From an optimization exercise on the open Yosys and OpenROAD flow, aimed at small area, a short achievable clock period and few clock cycles per item; shortcuts taken in it are not production practice. In this exercise RTL edits were held to simulation tests only and were not proved equivalent to the original. No activity file was given, so power comes from the tool's default toggle rates.

## red
==> flow/design.v <==
module dot4(input [3:0] a0, input [3:0] b0, input [3:0] a1, input [3:0] b1, output [8:0] y);
    wire pp0_00 = a0[0] & b0[0];
    wire pp0_01 = a0[0] & b0[1];
    wire pp0_02 = a0[0] & b0[2];
    wire pp0_03 = ~a0[0] | ~b0[3];
    wire pp0_10 = a0[1] & b0[0];
    wire pp0_11 = a0[1] & b0[1];
    wire pp0_12 = a0[1] & b0[2];
    wire pp0_13 = ~a0[1] | ~b0[3];
    wire pp0_20 = a0[2] & b0[0];
    wire pp0_21 = a0[2] & b0[1];
    wire pp0_22 = a0[2] & b0[2];
    wire pp0_23 = a0[2] & b0[3];
    wire pp0_23n = ~a0[2] | ~b0[3];
    wire pp0_30 = ~a0[3] | ~b0[0];
    wire pp0_31 = ~a0[3] | ~b0[1];
    wire pp0_32 = ~a0[3] | ~b0[2];
    wire pp0_33 = a0[3] & b0[3];
    wire pp1_00 = a1[0] & b1[0];
    wire pp1_01 = a1[0] & b1[1];
    wire pp1_02 = a1[0] & b1[2];
    wire pp1_03 = ~a1[0] | ~b1[3];
    wire pp1_10 = a1[1] & b1[0];
    wire pp1_11 = a1[1] & b1[1];
    wire pp1_12 = a1[1] & b1[2];
    wire pp1_13 = ~a1[1] | ~b1[3];
    wire pp1_20 = a1[2] & b1[0];
    wire pp1_21 = a1[2] & b1[1];
    wire pp1_22 = a1[2] & b1[2];
    wire pp1_23 = ~a1[2] | ~b1[3];
    wire pp1_30 = ~a1[3] | ~b1[0];
    wire pp1_31 = ~a1[3] | ~b1[1];
    wire pp1_32 = ~a1[3] | ~b1[2];
    wire pp1_33 = a1[3] & b1[3];
    wire s1 = pp0_00 ^ pp1_00;
    wire c2 = pp0_00 & pp1_00;
    wire s3 = pp0_01 ^ pp0_10 ^ pp1_01;
    wire c4 = (pp0_01 & pp0_10) | (pp0_01 & pp1_01) | (pp0_10 & pp1_01);
    wire s5 = pp1_10 ^ c2 ^ s3;
    wire c6 = (pp1_10 & c2) | (pp1_10 & s3) | (c2 & s3);
    wire s7 = pp0_02 ^ pp0_11 ^ pp0_20;
    wire c8 = (pp0_02 & pp0_11) | (pp0_02 & pp0_20) | (pp0_11 & pp0_20);
    wire s9 = pp1_02 ^ pp1_11 ^ pp1_20;
    wire c10 = (pp1_02 & pp1_11) | (pp1_02 & pp1_20) | (pp1_11 & pp1_20);
    wire s11 = c4 ^ s7 ^ s9;
    wire c12 = (c4 & s7) | (c4 & s9) | (s7 & s9);
    wire s13 = c6 ^ s11;
    wire c14 = c6 & s11;
    wire s15 = pp0_03 ^ pp0_12 ^ pp0_21;
    wire c16 = (pp0_03 & pp0_12) | (pp0_03 & pp0_21) | (pp0_12 & pp0_21);
    wire s17 = pp0_30 ^ pp1_03 ^ pp1_12;
    wire c18 = (pp0_30 & pp1_03) | (pp0_30 & pp1_12) | (pp1_03 & pp1_12);
    wire s19 = pp1_21 ^ pp1_30 ^ c10;
    wire c20 = (pp1_21 & pp1_30) | (pp1_21 & c10) | (pp1_30 & c10);
    wire s21 = c8 ^ s15 ^ s17;
    wire c22 = (c8 & s15) | (c8 & s17) | (s15 & s17);
    wire s23 = c12 ^ s19 ^ s21;
    wire c24 = (c12 & s19) | (c12 & s21) | (s19 & s21);
    wire s25 = c14 ^ s23;
    wire c26 = c14 & s23;
    wire s27 = pp0_13 ^ pp0_22 ^ pp0_31;
    wire c28 = (pp0_13 & pp0_22) | (pp0_13 & pp0_31) | (pp0_22 & pp0_31);
    wire s29 = pp1_13 ^ pp1_22 ^ pp1_31;
    wire c30 = (pp1_13 & pp1_22) | (pp1_13 & pp1_31) | (pp1_22 & pp1_31);
    wire s31 = c16 ^ c18 ^ s27;
    wire c32 = (c16 & c18) | (c16 & s27) | (c18 & s27);
    wire s33 = s29 ^ c20 ^ c22;
    wire c34 = (s29 & c20) | (s29 & c22) | (c20 & c22);
    wire s35 = s31 ^ s33 ^ c24;
    wire c36 = (s31 & s33) | (s31 & c24) | (s33 & c24);
    wire s37 = c26 ^ s35;
    wire c38 = c26 & s35;
    wire s39 = pp0_23 ^ pp0_32 ^ pp1_23;
    wire c40 = (pp0_23 & pp0_32) | (pp0_23 & pp1_23) | (pp0_32 & pp1_23);
    wire s41 = pp1_32 ^ c28 ^ c30;
    wire c42 = (pp1_32 & c28) | (pp1_32 & c30) | (c28 & c30);
    wire s43 = s39 ^ c32 ^ s41;
    wire c44 = (s39 & c32) | (s39 & s41) | (c32 & s41);
    wire s45 = c34 ^ s43 ^ c36;
    wire c46 = (c34 & s43) | (c34 & c36) | (s43 & c36);
    wire s47 = c38 ^ s45;
    wire c48 = c38 & s45;
    wire s49 = pp0_23n ^ pp0_33 ^ pp1_33;
    wire c50 = (pp0_23n & pp0_33) | (pp0_23n & pp1_33) | (pp0_33 & pp1_33);
    wire s51 = c40 ^ s49 ^ c42;
    wire c52 = (c40 & s49) | (c40 & c42) | (s49 & c42);
    wire s53 = c44 ^ s51 ^ c46;
    wire c54 = (c44 & s51) | (c44 & c46) | (s51 & c46);
    wire s55 = c48 ^ s53;
    wire c56 = c48 & s53;
    wire s57 = c50 ^ c52 ^ c54;
    wire c58 = (c50 & c52) | (c50 & c54) | (c52 & c54);
    wire s59 = c56 ^ s57;
    wire c60 = c56 & s57;
    wire s61 = c58 ^ c60;
    wire c62 = c58 & c60;
    assign y = {~s61, s59, s55, s47, s37, s25, s13, s5, s1};
endmodule
module axis_matmul2x2(
    input                       clk             ,
    input                       rst             ,
    input                       s_axis_tvalid   ,
    input     [31 : 0]          s_axis_tdata    ,
    input                       s_axis_tlast    ,
    output                      s_axis_tready   ,
    output                      m_axis_tvalid   ,
    output    [31 : 0]          m_axis_tdata    ,
    output                      m_axis_tlast    ,
    input                       m_axis_tready
);
    wire [3:0] ia0 = s_axis_tdata[3:0];
    wire [3:0] ia1 = s_axis_tdata[11:8];
    wire [3:0] ib0 = s_axis_tdata[19:16];
    wire [3:0] ib1 = s_axis_tdata[27:24];
    reg       hv;
    reg [3:0] h_a00, h_a10, h_b00, h_b01;
    reg       mv, mrow;
    reg [3:0] ma0, ma1, p_a01;
    reg [3:0] mb00, mb01, mb10, mb11;
    reg       ov;
    reg [8:0] oc0, oc1;
    wire out_free  = !ov || m_axis_tready;
    wire do_comp   = mv && out_free;
    wire comp_last = do_comp && !mrow;
    assign s_axis_tready = hv ? (!mv || comp_last)
                              : (!(mv && mrow) || do_comp);
    wire s_fire = s_axis_tvalid && s_axis_tready;
    wire [8:0] dot0, dot1;
    dot4 u_d0(.a0(ma0), .b0(mb00), .a1(ma1), .b1(mb10), .y(dot0));
    dot4 u_d1(.a0(ma0), .b0(mb01), .a1(ma1), .b1(mb11), .y(dot1));
    always @(posedge clk) begin
        if (rst) begin
            hv <= 1'b0;
            mv <= 1'b0;
            mrow <= 1'b0;
            ov <= 1'b0;
        end else begin
            if (do_comp)
                ov <= 1'b1;
            else if (m_axis_tready)
                ov <= 1'b0;
            if (s_fire && hv) begin
                mv <= 1'b1;
                mrow <= 1'b1;
            end else if (do_comp) begin
                mrow <= 1'b0;
                if (!mrow)
                    mv <= 1'b0;
            end
            if (s_fire)
                hv <= !hv;
        end
    end
    always @(posedge clk) begin
        if (s_fire && !hv) begin
            h_a00 <= ia0;
            h_a10 <= ia1;
            h_b00 <= ib0;
            h_b01 <= ib1;
        end
        if (s_fire && hv) begin
            ma0  <= h_a10;
            ma1  <= ia1;
            p_a01 <= ia0;
            mb00 <= h_b00;
            mb01 <= h_b01;
            mb10 <= ib0;
            mb11 <= ib1;
        end else if (do_comp && mrow) begin
            ma0 <= h_a00;
            ma1 <= p_a01;
        end
        if (do_comp) begin
            oc0 <= dot0;
            oc1 <= dot1;
        end
    end
    assign m_axis_tvalid = ov;
    assign m_axis_tlast  = ov;
    assign m_axis_tdata  = {{7{oc1[8]}}, oc1, {7{oc0[8]}}, oc0};
endmodule
clock: 7.5 ns
lec_check: 0
cap_margin: 20
core_margin: 2
core_utilization: 40
cts_cluster_diameter: 400
cts_cluster_size: 60
place_density: 0.6
setup_slack_margin: 4.5
slew_margin: 20
standard.sh (not shown) runs the stock make flow with config.mk's settings and CLKGATE_MAP_FILE= SYNTH_SCRIPT=/design/flow/synth_recipe.tcl, a recipe that flattens the netlist after the stock synthesis.
==> flow/flow/run.sh <==
#!/bin/bash
# Standard ORFS layout, with two changes:
#  - synthesis runs Yosys's synth without its internal ABC pass (SYNTH_ARGS=-noabc),
#    so the full-adder extraction sees the RTL's adder structure directly;
#    the final ABC mapping still runs as usual;
#  - every input and output port still gets its own buffer, but a buf_1
#    instead of the slow delay buffer buffer_ports picks by default.
set -euo pipefail
bash standard.sh SYNTH_ARGS=-noabc \
  "BUFFER_PORTS_ARGS=-buffer_cell sky130_fd_sc_hd__buf_1" \
  finish > make_finish.log 2>&1
Testbench counts of red, summed over its fixed seeds: cycles 792, items 384.
Changes in blue relative to red:
- swapping 60 for 40 in CTS_CLUSTER_SIZE
- clearing CTS_CLUSTER_DIAMETER, which used to be 400
- putting CTS_BUF_LIST at sky130_fd_sc_hd__clkbuf_4 sky130_fd_sc_hd__clkbuf_8 where nothing was set
diff --git a/flow/flow/run.sh b/flow/flow/run.sh
--- a/flow/flow/run.sh
+++ b/flow/flow/run.sh
@@ -6 +6 @@
-#  - every input and output port still gets its own buffer, but a buf_1
+#  - every input and output port still gets its own buffer, but a buf_2
@@ -10 +10 @@
-  "BUFFER_PORTS_ARGS=-buffer_cell sky130_fd_sc_hd__buf_1" \
+  "BUFFER_PORTS_ARGS=-buffer_cell sky130_fd_sc_hd__buf_2" \
Results
- Compared to red, the routing of blue uses less wire.
- From red to blue the numbers moved as follows: register share of total power increased 0.9 points; part of the total power dissipated in the clock network decreased 3.3 points.
- Taking red as the reference, in blue share of final layout cell area taken by clock buffers and inverters shrank by 0.68 points; final cycle utilization of the critical path saw an increase; final critical-path setup slack decreased 0.041 ns; cell count moved down.
- From red to blue the numbers moved as follows: fraction of area in multi-input gates went up 0.61 points; overall power of the completed layout went down 0.019 mW.
- [compare] base=red new=blue: fraction of area in non-clock buffers higher, die height roughly the same.
> inputs changed (blue -> green)
- clearing CTS_CLUSTER_SIZE, which used to be 40
- clearing CTS_BUF_LIST, which used to be sky130_fd_sc_hd__clkbuf_4 sky130_fd_sc_hd__clkbuf_8
diff --git a/flow/flow/run.sh b/flow/flow/run.sh
--- a/flow/flow/run.sh
+++ b/flow/flow/run.sh
@@ -6 +6 @@
-#  - every input and output port still gets its own buffer, but a buf_2
+#  - every input and output port still gets its own buffer, but a buf_1
@@ -10 +10 @@
-  "BUFFER_PORTS_ARGS=-buffer_cell sky130_fd_sc_hd__buf_2" \
+  "BUFFER_PORTS_ARGS=-buffer_cell sky130_fd_sc_hd__buf_1" \
==> notes.md <==
Looking at cell area, green sits below blue. Of green and blue, it is green that has the lower met1 routing resource usage after global routing. Insertion delay of the later-clocked pin in the worst-skew pair across green and blue: no real change. green — total routing usage reported by global routing 0.53 points lower, blue as reference. blue -> green: number of distinct library cell variants in the gate-level netlist after synthesis delta 0, exact match. Re final worst setup slack: green is 0.041 ns up on blue.

==> separate check: timing with driven ports <==
The results above use ideal ports. As a check the final layouts listed here were re-extracted and re-timed, cells and wires unchanged.
Step 1: set_driving_cell puts a clkbuf_16 on clk and a buf_2 on each other input, an assumption about the parent block.
Step 2, shift: input delay + t, output delay - t, t = (earliest + latest rising clock arrival at the registers) / 2. This alone moves slack from input paths to output paths.
a / b / c = ideal ports / drivers / drivers and shift; a / b = the first two.
| run | shift t [ns] | setup slack, ns | clock arrival spread, ns |
|---|---|---|---|
| red | 0.351 | 3.357 / 3.357 / 3.357 | 0.008 / 0.009 |
| blue | 0.363 | 3.316 / 3.316 / 3.316 | 0.010 / 0.010 |
| green | 0.351 | 3.357 / 3.357 / 3.357 | 0.008 / 0.009 |
After both steps setup and hold are still met in every run listed.
